Source: an optimization exercise on an open RTL-to-GDS flow (aim: small area, a short achievable clock period and few clock cycles). Production flows keep margins and buffers that such runs may drop. In this exercise RTL edits were held to simulation tests only and were not proved equivalent to the original. Power and IR drop assume default switching activity.

==> module alu, before the edit <==
module alu(input [31:0]  in1,
	   input [31:0]  in2,
	   input 	 cin,
	   input [4:0] 	 shamt,
	   input [9:0] 	 op,      
	   input 	 sra,     
	   input 	 left,    
	   input [31:0]  link,    
	   input [31:0]  stdata,  
	   output [31:0] out,
	   output 	 eq,
	   output 	 lt,
	   output 	 ltu);
   wire [31:0] 	 sum;
   wire 	 cout;
   ksadd32s add_inst(.a(in1), .b(in2), .sub(cin), .s(sum), .cout(cout));
   assign eq = (in1 == in2);
   assign ltu = ~cout;
   assign lt = (in1[31] ^ in2[31]) ? in1[31] : sum[31];
   wire [31:0] 	 shl, shr;
   shifter shift_inst(.in(in1), .shamt(shamt), .sra(sra), .left(left), .shl(shl), .shr(shr));
   wire [31:0] 	 early = ({32{op[4]}} & (in1 ^ in2))
     | ({32{op[6]}} & (in1 | in2))
     | ({32{op[7]}} & (in1 & in2))
     | ({32{op[8]}} & link)
     | ({32{op[9]}} & stdata);
   wire [31:0] 	 late_n;
   genvar i;
   generate
      for (i = 0; i < 32; i = i + 1) begin : g_res
	 aoi222g g(.a0(op[0]), .b0(sum[i]), .a1(op[1]), .b1(shl[i]),
		   .a2(op[5]), .b2(shr[i]), .y(late_n[i]));
	 if (i == 0) begin : g_b0
	    wire cmp_n;
	    aoi22g gc(.a0(op[2]), .b0(lt), .a1(op[3]), .b1(ltu), .y(cmp_n));
	    nand3g go(.a(late_n[0]), .b(cmp_n), .c(~early[0]), .y(out[0]));
	 end
	 else begin : g_bn
	    nand2g go(.a(late_n[i]), .b(~early[i]), .y(out[i]));
	 end
      end
   endgenerate
endmodule  
==> module aoi222g, before the edit <==
module aoi222g(input a0, b0, a1, b1, a2, b2, output y);
   assign y = ~((a0 & b0) | (a1 & b1) | (a2 & b2));
endmodule  
==> module aoi22g, before the edit <==
module aoi22g(input a0, b0, a1, b1, output y);
   assign y = ~((a0 & b0) | (a1 & b1));
endmodule  
clock: 10.0 ns
lec_check: 0
cap_margin: 25
core_margin: 2
core_utilization: 60
cts_buf_list: sky130_fd_sc_hd__clkbuf_16
cts_cluster_diameter: 80
cts_cluster_size: 24
place_density: 0.7
slew_margin: 55
synth_hierarchical: 1
standard.sh (not shown) runs the stock make flow with config.mk's settings and CLKGATE_MAP_FILE= SYNTH_SCRIPT=/design/flow/synth_recipe.tcl, a recipe that flattens the netlist after the stock synthesis.
==> flow/flow/run.sh <==
#!/bin/bash
# Layout flow: the standard synthesis (standard.sh synth, unchanged), then
# the standard ORFS steps (standard.sh) with three changes:
#  - the port buffers are buf_4 cells instead of the cell buffer_ports picks
#    by default (a slow delay cell on this platform);
#  - timing repair aims for a larger setup margin, on the worst endpoints only;
#  - clock tree synthesis inserts no dummy loads (same buffers and clustering
#    as config.mk's CTS settings).
# make's output goes to flow_synth.log and flow_layout.log, each ORFS step's
# to orfs/logs/.
set -euo pipefail
cd "$(dirname "$0")/.."
bash standard.sh synth > flow_synth.log 2>&1
bash standard.sh "BUFFER_PORTS_ARGS=-buffer_cell sky130_fd_sc_hd__buf_4" \
     SETUP_SLACK_MARGIN=6.5 TNS_END_PERCENT=5 \
     "CTS_ARGS=-sink_clustering_enable -repair_clock_nets -buf_list sky130_fd_sc_hd__clkbuf_16 -sink_clustering_size 24 -sink_clustering_max_diameter 80 -dont_use_dummy_load" \
     finish > flow_layout.log 2>&1
Testbench counts at the start, summed over its fixed seeds: cycles 653,986.
Next try:
--- a/flow/design.v
+++ b/flow/design.v
@@ -16,33 +16,22 @@
    ksadd32s add_inst(.a(in1), .b(in2), .sub(cin), .s(sum), .cout(cout));
    assign eq = (in1 == in2);
    assign ltu = ~cout;
    assign lt = (in1[31] ^ in2[31]) ? in1[31] : sum[31];
    wire [31:0] 	 shl, shr;
    shifter shift_inst(.in(in1), .shamt(shamt), .sra(sra), .left(left), .shl(shl), .shr(shr));
-   wire [31:0] 	 early = ({32{op[4]}} & (in1 ^ in2))
+   assign out = ({32{op[0]}} & sum)
+     | ({32{op[1]}} & shl)
+     | {31'h0, op[2] & lt}
+     | {31'h0, op[3] & ltu}
+     | ({32{op[4]}} & (in1 ^ in2))
+     | ({32{op[5]}} & shr)
      | ({32{op[6]}} & (in1 | in2))
      | ({32{op[7]}} & (in1 & in2))
      | ({32{op[8]}} & link)
      | ({32{op[9]}} & stdata);
-   wire [31:0] 	 late_n;
-   genvar i;
-   generate
-      for (i = 0; i < 32; i = i + 1) begin : g_res
-	 aoi222g g(.a0(op[0]), .b0(sum[i]), .a1(op[1]), .b1(shl[i]),
-		   .a2(op[5]), .b2(shr[i]), .y(late_n[i]));
-	 if (i == 0) begin : g_b0
-	    wire cmp_n;
-	    aoi22g gc(.a0(op[2]), .b0(lt), .a1(op[3]), .b1(ltu), .y(cmp_n));
-	    nand3g go(.a(late_n[0]), .b(cmp_n), .c(~early[0]), .y(out[0]));
-	 end
-	 else begin : g_bn
-	    nand2g go(.a(late_n[i]), .b(~early[i]), .y(out[i]));
-	 end
-      end
-   endgenerate
 endmodule  
 module shifter(input [31:0]  in,
 	       input [4:0]   shamt,
 	       input 	     sra,
 	       input 	     left,
 	       output [31:0] shl,
@@ -68,18 +57,12 @@
       for (i = 0; i < 32; i = i + 1) begin : g_out
 	 assign shr[i] = x[5][i];
 	 assign shl[i] = x[5][31 - i];
       end
    endgenerate
 endmodule  
-module aoi222g(input a0, b0, a1, b1, a2, b2, output y);
-   assign y = ~((a0 & b0) | (a1 & b1) | (a2 & b2));
-endmodule  
-module aoi22g(input a0, b0, a1, b1, output y);
-   assign y = ~((a0 & b0) | (a1 & b1));
-endmodule  
 module mux2ig(input a0, a1, s, output y);
    assign y = ~(s ? a1 : a0);
 endmodule  
 module and2g(input a, b, output y);
    assign y = a & b;
 endmodule
Effect: Via count hardly moves. Final area falls by 0.32%. Synthesized cell count hardly moves. Wire length goes down by 1.4%. Combinational power is higher by 5.0%.
Testbench counts after the change, summed over its fixed seeds: cycles 653,986.

* * *

== pine ==
kappa3_light_core again, from the RTL that the note above started with.
export LEC_CHECK = 0
export CAP_MARGIN = 25
export CORE_MARGIN = 2
export CORE_UTILIZATION = 60
export CTS_BUF_LIST = sky130_fd_sc_hd__clkbuf_16
export CTS_CLUSTER_DIAMETER = 80
export CTS_CLUSTER_SIZE = 24
export PLACE_DENSITY = 0.7
export SLEW_MARGIN = 25
export SYNTH_HIERARCHICAL = 1
create_clock -name core_clock -period 10.0 [get_ports {clock}]
Scripts as last shown in full above: flow/flow/run.sh
Testbench counts of pine, summed over its fixed seeds: cycles 653,986.
Here is what was changed in the inputs of cedar compared with pine.
diff --git a/flow/design.v b/flow/design.v
--- a/flow/design.v
+++ b/flow/design.v
@@ -17,31 +17,20 @@
    assign eq = (in1 == in2);
    assign ltu = ~cout;
    assign lt = (in1[31] ^ in2[31]) ? in1[31] : sum[31];
    wire [31:0] 	 shl, shr;
    shifter shift_inst(.in(in1), .shamt(shamt), .sra(sra), .left(left), .shl(shl), .shr(shr));
-   wire [31:0] 	 early = ({32{op[4]}} & (in1 ^ in2))
+   assign out = ({32{op[0]}} & sum)
+     | ({32{op[1]}} & shl)
+     | {31'h0, op[2] & lt}
+     | {31'h0, op[3] & ltu}
+     | ({32{op[4]}} & (in1 ^ in2))
+     | ({32{op[5]}} & shr)
      | ({32{op[6]}} & (in1 | in2))
      | ({32{op[7]}} & (in1 & in2))
      | ({32{op[8]}} & link)
      | ({32{op[9]}} & stdata);
-   wire [31:0] 	 late_n;
-   genvar i;
-   generate
-      for (i = 0; i < 32; i = i + 1) begin : g_res
-	 aoi222g g(.a0(op[0]), .b0(sum[i]), .a1(op[1]), .b1(shl[i]),
-		   .a2(op[5]), .b2(shr[i]), .y(late_n[i]));
-	 if (i == 0) begin : g_b0
-	    wire cmp_n;
-	    aoi22g gc(.a0(op[2]), .b0(lt), .a1(op[3]), .b1(ltu), .y(cmp_n));
-	    nand3g go(.a(late_n[0]), .b(cmp_n), .c(~early[0]), .y(out[0]));
-	 end
-	 else begin : g_bn
-	    nand2g go(.a(late_n[i]), .b(~early[i]), .y(out[i]));
-	 end
-      end
-   endgenerate
 endmodule  
 module shifter(input [31:0]  in,
 	       input [4:0]   shamt,
 	       input 	     sra,
 	       input 	     left,
@@ -69,16 +58,10 @@
 	 assign shr[i] = x[5][i];
 	 assign shl[i] = x[5][31 - i];
       end
    endgenerate
 endmodule  
-module aoi222g(input a0, b0, a1, b1, a2, b2, output y);
-   assign y = ~((a0 & b0) | (a1 & b1) | (a2 & b2));
-endmodule  
-module aoi22g(input a0, b0, a1, b1, output y);
-   assign y = ~((a0 & b0) | (a1 & b1));
-endmodule  
 module mux2ig(input a0, a1, s, output y);
    assign y = ~(s ? a1 : a0);
 endmodule  
 module and2g(input a, b, output y);
    assign y = a & b;
In cedar, the fraction of cell area in non-clock buffers came out 0.85 points above the value in pine. Summary of cedar over pine: wire length closely matched the old numbers, overall power of the completed layout closely matched the old numbers, design area closely matched the old numbers, combinational cell fraction of total power increased by 0.8 points relative to the old numbers. On clock-pin slew on the worst setup and hold paths, cedar tracks pine almost exactly. When the final numbers for pine and cedar were put side by side, the post-synthesis sequential area ratio turned out to be smaller in pine. | area share of fa/ha/maj cells after synthesis | pine vs cedar | ≈ equal |. Relative to pine, cedar degrades minimum clock period after layout. cedar: final net count higher than pine. Status: die height parity (cedar, pine).
Testbench counts of cedar, summed over its fixed seeds: cycles 653,986.

-- re-timing with driven ports --
The flow's constraints put no driver on any port. The routed layouts listed below were extracted and timed again, unchanged, in two steps.
Step 1 sets driving cells, clkbuf_16 on the clock port and buf_2 on the other inputs (assumed; they add their load-dependent delay and slew).
Step 2 adds t to the input delays and takes it off the output delays; t is the mean of the earliest and latest rising clock arrival at the registers after step 1. Input paths then give back, and output paths get back, about the clock's delay inside the block.
a / b / c = ideal ports / drivers / drivers and shift; a / b = the first two.
run	t, ns	setup slack, ns	latest minus earliest clock arrival (ns)	slew at the worst register clock pin (ns)	pins driven straight from the clock port
the first run of note 1	0.783	6.168 / 6.191 / 5.407	0.121 / 0.121	0.11 / 0.11	1
the second run of note 1	0.779	6.157 / 6.142 / 5.362	0.153 / 0.153	0.10 / 0.10	1
pine	0.791	6.106 / 6.106 / 5.448	0.113 / 0.114	0.11 / 0.11	1
cedar	0.774	6.077 / 5.976 / 5.201	0.098 / 0.099	0.10 / 0.10	1
After both steps setup and hold are still met in every run listed. The setup slack of cedar, which loses most, moves by -0.101 ns with the drivers and by -0.876 ns with both steps.
